What follows belongs to an exercise in optimizing a design on an open flow for small area, a short achievable clock period and few clock cycles per item; a production flow would make more cautious choices.
RTL that was checked went through simulation tests only; none was proved equivalent to the original.
Power and IR drop assume default switching activity.

==> inputs of wip/lagoon <==
==> flow/design.v <==
`timescale 1ns / 1ps
module acc_cpu(
	input clk,
	input rst,
	output [7:0] imem_addr,
	input [15:0] imem_rdata,
	output dmem_req,
	output dmem_we,
	output [7:0] dmem_addr,
	output [7:0] dmem_wdata,
	input dmem_ack,
	input [7:0] dmem_rdata,
	input [7:0] in_data,
	input in_valid,
	output in_ready,
	output [7:0] out_data,
	output out_valid,
	input out_ready,
	output halted,
	output [7:0] acc,
	output flag_c,
	output flag_z,
	output flag_v
);
localparam S_EXE = 3'd0;   
localparam S_RD1 = 3'd1;   
localparam S_RD2 = 3'd2;   
localparam S_STP = 3'd3;   
localparam S_OVF = 3'd4;   
localparam S_MUL = 3'd5;   
localparam S_DIV = 3'd6;   
reg [2:0] state;
reg [7:0] pc;        
reg [7:0] ACC;
reg C, Z, V;
reg [7:0] RET, IRET;
reg [3:0] HVPI;
reg hlt;
reg [7:0] P;         
reg [2:0] cnt;
reg hi;              
wire [15:0] I = imem_rdata;
wire [4:0] op = I[15:11];
wire [2:0] md = I[10:8];
wire [7:0] n = I[7:0];
wire is_alu = (op[4:3] == 2'b00);
wire is_ld  = (op == 5'b01000);
wire is_st  = (op == 5'b01001);
wire is_shl = (op == 5'b01010);
wire is_shr = (op == 5'b01011);
wire is_in  = (op == 5'b01100);
wire is_out = (op == 5'b01101);
wire is_hlt = (op == 5'b01110);
wire is_hv  = (op == 5'b01111);
wire is_mul = (op == 5'b11000);
wire is_div = (op == 5'b11001);
wire is_br  = (op == 5'b11010);
wire is_bz  = (op == 5'b11011);
wire is_jsr = (op == 5'b11100);
wire is_rts = (op == 5'b11101);
wire is_rti = (op == 5'b11110);
wire is_bad = (op[4:3] == 2'b10) || (op == 5'b11111);
wire aluld = is_alu | is_ld;
wire bad_mode = aluld & (md[2] | (md[1] & md[0]));
wire rd = aluld & ~bad_mode & (md[1] | md[0]);
wire needmem = rd | is_st;
wire ovf_en = (HVPI == 4'd0) | HVPI[0];
wire bi_en = (HVPI == 4'd0) | HVPI[1];
wire ba_en = (HVPI == 4'd0) | HVPI[2];
wire go = ~hlt & ((state == S_EXE) | ((state == S_STP) & dmem_ack & ~needmem));
wire rdv = (state == S_RD1) | (state == S_RD2);
wire [7:0] b = (state == S_MUL) ? P : rdv ? dmem_rdata : n;
wire [2:0] f = op[2:0];
wire [7:0] bx = b ^ {8{f[0]}};
wire [7:0] s7 = {1'b0, ACC[6:0]} + {1'b0, bx[6:0]} + {7'b0, f[0]};
wire c8 = (ACC[7] & bx[7]) | ((ACC[7] ^ bx[7]) & s7[7]);
wire [7:0] sum = {ACC[7] ^ bx[7] ^ s7[7], s7[6:0]};
reg [7:0] res;
always @(*) begin
	case (f[2:1])
	2'b00: res = sum;
	2'b01: res = ACC | bx;
	2'b10: res = ACC & bx;
	default: res = f[0] ? bx : ~ACC;
	endcase
end
wire vout = s7[7] ^ c8;
reg mbit, mlast;
always @(*) begin
	case (cnt)
	3'd0: begin mbit = n[0]; mlast = (n[7:1] == 7'd0); end
	3'd1: begin mbit = n[1]; mlast = (n[7:2] == 6'd0); end
	3'd2: begin mbit = n[2]; mlast = (n[7:3] == 5'd0); end
	3'd3: begin mbit = n[3]; mlast = (n[7:4] == 4'd0); end
	3'd4: begin mbit = n[4]; mlast = (n[7:5] == 3'd0); end
	3'd5: begin mbit = n[5]; mlast = (n[7:6] == 2'd0); end
	3'd6: begin mbit = n[6]; mlast = (n[7] == 1'b0); end
	default: begin mbit = n[7]; mlast = 1'b1; end
	endcase
end
wire dge = hi | c8;
wire [7:0] drem = dge ? sum : ACC;
wire n_one = (n == 8'd1);
wire dq0 = n_one & ACC[7];
wire [7:0] pc1 = pc + 8'd1;
reg [7:0] nxt;
reg adv;             
always @(*) begin
	adv = 1'b0;
	nxt = pc1;
	if (state == S_OVF) begin
		adv = 1'b1;
		nxt = 8'd100;
	end else if (go) begin
		adv = 1'b1;
		if (bad_mode) begin
			if (ba_en) nxt = 8'd120;
		end else if (is_bad) begin
			if (bi_en) nxt = 8'd110;
		end else if (rd) begin
			adv = 1'b0;
		end else if (is_in) begin
			adv = in_valid;
		end else if (is_out) begin
			adv = out_ready;
		end else if (is_hlt) begin
			adv = 1'b0;
		end else if (is_mul) begin
			adv = mlast;
		end else if (is_div) begin
			adv = (n == 8'd0) | ~c8;
		end else if (is_br | (is_bz & Z) | is_jsr) begin
			nxt = n;
		end else if (is_rts) begin
			nxt = RET;
		end else if (is_rti) begin
			nxt = IRET;
		end
	end else if (state == S_RD1) begin
		adv = dmem_ack & ~md[1];
	end else if (state == S_RD2) begin
		adv = dmem_ack;
	end else if (state == S_MUL) begin
		adv = mlast;
	end else if (state == S_DIV) begin
		adv = (cnt == 3'd7);
	end
end
assign imem_addr = rst ? 8'd0 : adv ? nxt : pc;
assign dmem_req = ~rst & ((go & needmem) | (state == S_RD1) | (state == S_RD2) | (state == S_STP));
assign dmem_we = (state == S_STP) | (go & is_st);
assign dmem_addr = ((state == S_RD2) | (state == S_STP)) ? P : n;
assign dmem_wdata = ACC;
assign in_ready = ~rst & go & is_in;
assign out_valid = ~rst & go & is_out;
assign out_data = ACC;
assign halted = hlt;
assign acc = ACC;
assign flag_c = C;
assign flag_z = Z;
assign flag_v = V;
wire ex_op = (go & aluld & ~bad_mode & ~rd) | (rdv & dmem_ack & ~((state == S_RD1) & md[1]));
always @(posedge clk) begin
	if (rst) begin
		state <= S_EXE;
		pc <= 8'd0;
		ACC <= 8'd0;
		C <= 1'b0;
		Z <= 1'b0;
		V <= 1'b0;
		RET <= 8'd0;
		IRET <= 8'd0;
		HVPI <= 4'd0;
		hlt <= 1'b0;
		P <= 8'd0;
		cnt <= 3'd0;
		hi <= 1'b0;
	end else begin
		pc <= imem_addr;
		if (ex_op) begin
			if (is_ld) begin
				ACC <= b;
				state <= S_EXE;
			end else begin
				ACC <= res;
				C <= c8;
				Z <= (res == 8'd0);
				V <= vout;
				if (vout & ovf_en) begin
					IRET <= pc1;
					state <= S_OVF;
				end else begin
					state <= S_EXE;
				end
			end
		end else if (state == S_OVF) begin
			state <= S_EXE;
		end else if (go) begin
			state <= S_EXE;
			if (bad_mode) begin
				if (ba_en) IRET <= pc1;
			end else if (is_bad) begin
				if (bi_en) IRET <= pc1;
			end else if (rd) begin
				state <= S_RD1;
			end else if (is_st) begin
				P <= n;
				state <= S_STP;
			end else if (is_shl) begin
				ACC <= {ACC[6:0], 1'b0};
			end else if (is_shr) begin
				ACC <= {1'b0, ACC[7:1]};
			end else if (is_in) begin
				if (in_valid) ACC <= in_data;
			end else if (is_hlt) begin
				hlt <= 1'b1;
			end else if (is_hv) begin
				HVPI <= n[3:0];
			end else if (is_mul) begin
				ACC <= mbit ? ACC : 8'd0;
				P <= {ACC[6:0], 1'b0};
				if (!mlast) begin
					cnt <= 3'd1;
					state <= S_MUL;
				end
			end else if (is_div) begin
				if (n == 8'd0) begin
					ACC <= 8'hff;
				end else if (!c8) begin
					ACC <= 8'd0;
				end else begin
					P <= {ACC[6:0], dq0};
					ACC <= {6'd0, ACC[7] & ~dq0, ACC[6]};
					hi <= 1'b0;
					cnt <= 3'd1;
					state <= S_DIV;
				end
			end else if (is_jsr) begin
				RET <= pc1;
			end
		end else if (state == S_RD1) begin
			if (dmem_ack) begin
				P <= dmem_rdata;
				state <= S_RD2;
			end
		end else if (state == S_STP) begin
			if (dmem_ack) state <= S_EXE;
		end else if (state == S_MUL) begin
			if (mbit) ACC <= sum;
			P <= {P[6:0], 1'b0};
			cnt <= cnt + 3'd1;
			if (mlast) begin
				cnt <= 3'd0;
				state <= S_EXE;
			end
		end else if (state == S_DIV) begin
			P <= {P[6:0], dge};
			cnt <= cnt + 3'd1;
			if (cnt == 3'd7) begin
				ACC <= {P[6:0], dge};
				state <= S_EXE;
			end else begin
				ACC <= {drem[6:0], P[6]};
				hi <= drem[7];
			end
		end
	end
end
endmodule
==> flow/run.sh <==
#!/bin/bash
# synth_recipe.tcl (not shown) runs the flow's synth.tcl, then flattens the netlist and writes it again
# the make line also repeats each setting of config.mk as NAME=value (left out here)
make -C /OpenROAD-flow-scripts/flow DESIGN_CONFIG=/design/flow/config.mk WORK_HOME=/design/flow/orfs CLKGATE_MAP_FILE= SYNTH_SCRIPT=/design/flow/synth_recipe.tcl finish
==> flow/config.mk <==
export PLATFORM = sky130hd
export DESIGN_NAME = acc_cpu
export DESIGN_NICKNAME = acc_cpu
export VERILOG_FILES = /design/flow/design.v
export SDC_FILE = /design/flow/constraint.sdc
export NUM_CORES = 4
export LEC_CHECK = 0
export CAP_MARGIN = 20
export CORE_MARGIN = 2
export CORE_UTILIZATION = 40
export PLACE_DENSITY = 0.6
export SLEW_MARGIN = 20
==> flow/constraint.sdc <==
create_clock -name core_clock -period 7.0 [get_ports {clk}]
set_input_delay 1.4000 -clock core_clock [delete_from_list [all_inputs] [get_ports {clk}]]
set_output_delay 1.4000 -clock core_clock [all_outputs]
set_load 0.01 [all_outputs]
==> inputs of wip/sierra, as changes to wip/lagoon <==
--- a/flow/design.v
+++ b/flow/design.v
@@ -87,2 +87,6 @@
 wire vout = s7[7] ^ c8;
+wire [7:0] hx = ACC ^ bx;
+wire [7:0] ho = ACC | bx;
+wire zsum = (hx == {ho[6:0], f[0]});
+wire zres = (f[2:1] == 2'b00) ? zsum : (res == 8'd0);
 reg mbit, mlast;
@@ -130,3 +134,3 @@
 		end else if (is_div) begin
-			adv = (n == 8'd0) | ~c8;
+			adv = (n == 8'd0);
 		end else if (is_br | (is_bz & Z) | is_jsr) begin
@@ -186,3 +190,3 @@
 				C <= c8;
-				Z <= (res == 8'd0);
+				Z <= zres;
 				V <= vout;
@@ -229,3 +233,7 @@
 				end else if (!c8) begin
+					P <= 8'd0;
 					ACC <= 8'd0;
+					hi <= 1'b0;
+					cnt <= 3'd7;
+					state <= S_DIV;
 				end else begin
Settings changed: ABC_CLOCK_PERIOD_IN_PS set to 3500, SETUP_SLACK_MARGIN set to 3.5.
==> inputs of wip/xenon, as changes to wip/lagoon <==
--- a/flow/design.v
+++ b/flow/design.v
@@ -87,2 +87,6 @@
 wire vout = s7[7] ^ c8;
+wire [7:0] hx = ACC ^ bx;
+wire [7:0] ho = ACC | bx;
+wire zsum = (hx == {ho[6:0], f[0]});
+wire zres = (f[2:1] == 2'b00) ? zsum : (res == 8'd0);
 reg mbit, mlast;
@@ -130,3 +134,3 @@
 		end else if (is_div) begin
-			adv = (n == 8'd0) | ~c8;
+			adv = (n == 8'd0);
 		end else if (is_br | (is_bz & Z) | is_jsr) begin
@@ -186,3 +190,3 @@
 				C <= c8;
-				Z <= (res == 8'd0);
+				Z <= zres;
 				V <= vout;
@@ -229,3 +233,7 @@
 				end else if (!c8) begin
+					P <= 8'd0;
 					ACC <= 8'd0;
+					hi <= 1'b0;
+					cnt <= 3'd7;
+					state <= S_DIV;
 				end else begin
==> summary of the runs <==
In wip/xenon the die area is larger than in wip/lagoon, by 4.8%.
Synthesized area is the same in wip/sierra and wip/xenon.
Power: wip/sierra > wip/xenon > wip/lagoon.
Between wip/xenon and wip/sierra, the lower final area is in wip/xenon (gap 19%, measured against wip/sierra).
The highest combinational power belongs to wip/sierra, the lowest to wip/lagoon.
Worst hold slack, lowest first: wip/xenon, wip/sierra, wip/lagoon.
Between wip/sierra and wip/lagoon, the lower first-iteration DRC count is in wip/lagoon (gap 81%, measured against wip/lagoon).
The highest fmax belongs to wip/sierra, the lowest to wip/lagoon.
Sequential share of layout area, lowest first: wip/sierra, wip/lagoon, wip/xenon.
==> figures <==
	wip/lagoon	wip/xenon	wip/sierra
Global-route met1 utilization	0.389	0.412	0.458
Cell area after layout	7630 sq um	7440 sq um	9220 sq um
Drt pass-1 iters	5	6	8
First-pass GRT wire length	36.9 mm	38.5 mm	43.3 mm
Reported clock group power	319 uW	282 uW	287 uW
Logic pwr share	0.457	0.518	0.603
HP Start	IRET[1]	V	C
Fraction of synthesized area in multiplexers	0.0722	0.0507	0.0507
Count of non-filler cells in the finished layout	1139	1128	1217
Cells after synthesis	854	868	868
Power attributed to sequential cells	373 uW	401 uW	406 uW
Psw	508 uW	623 uW	767 uW
Crit path time final	6.77 ns	6.29 ns	5.05 ns
Register-to-register setup slack	2.19 ns	1.29 ns	2.49 ns
Largest fanout of any net on the critical path	7	11	19
Outcome	finished clean	finished clean	finished clean
Pin count of the biggest net entering global routing	36	35	60
Area of the multi-input gates	4580 sq um	4730 sq um	5640 sq um
Final Power	1.28 mW	1.42 mW	1.75 mW
Testbench counts of wip/lagoon, summed over its fixed seeds: cycles 152,102, programs 480.
Function not checked in wip/sierra and wip/xenon: the RTL went through the layout flow alone.

-- static timing again, ports no longer ideal --
The flow's constraints put no driver on any port. The routed layouts listed below were extracted and timed again, unchanged, in two steps. Step 1, drivers: a clkbuf_16 drives clk and a buf_2 each remaining input, both assumed. Step 2 adds t to the input delays and takes it off the output delays; t is the mean of the earliest and latest rising clock arrival at the registers after step 1. Input paths then give back, and output paths get back, about the clock's delay inside the block. Slacks: ideal / step 1 / step 2; pairs: ideal / step 1.
| run | t (ns) | setup WS [ns] | worst hold slack (ns) | latest minus earliest clock arrival (ns) |
|---|---|---|---|---|
| wip/lagoon | 0.351 | 0.233 / 0.207 / 0.207 | 0.485 / 0.485 / 0.485 | 0.009 / 0.009 |
| wip/sierra | 0.366 | 1.950 / 1.911 / 1.911 | 0.478 / 0.478 / 0.478 | 0.011 / 0.011 |
| wip/xenon | 0.353 | 0.706 / 0.683 / 0.483 | 0.467 / 0.467 / 0.467 | 0.013 / 0.013 |
After both steps every run listed still meets setup and hold. The setup slack of wip/xenon, which loses most, moves by -0.023 ns with the drivers and by -0.223 ns with both steps.
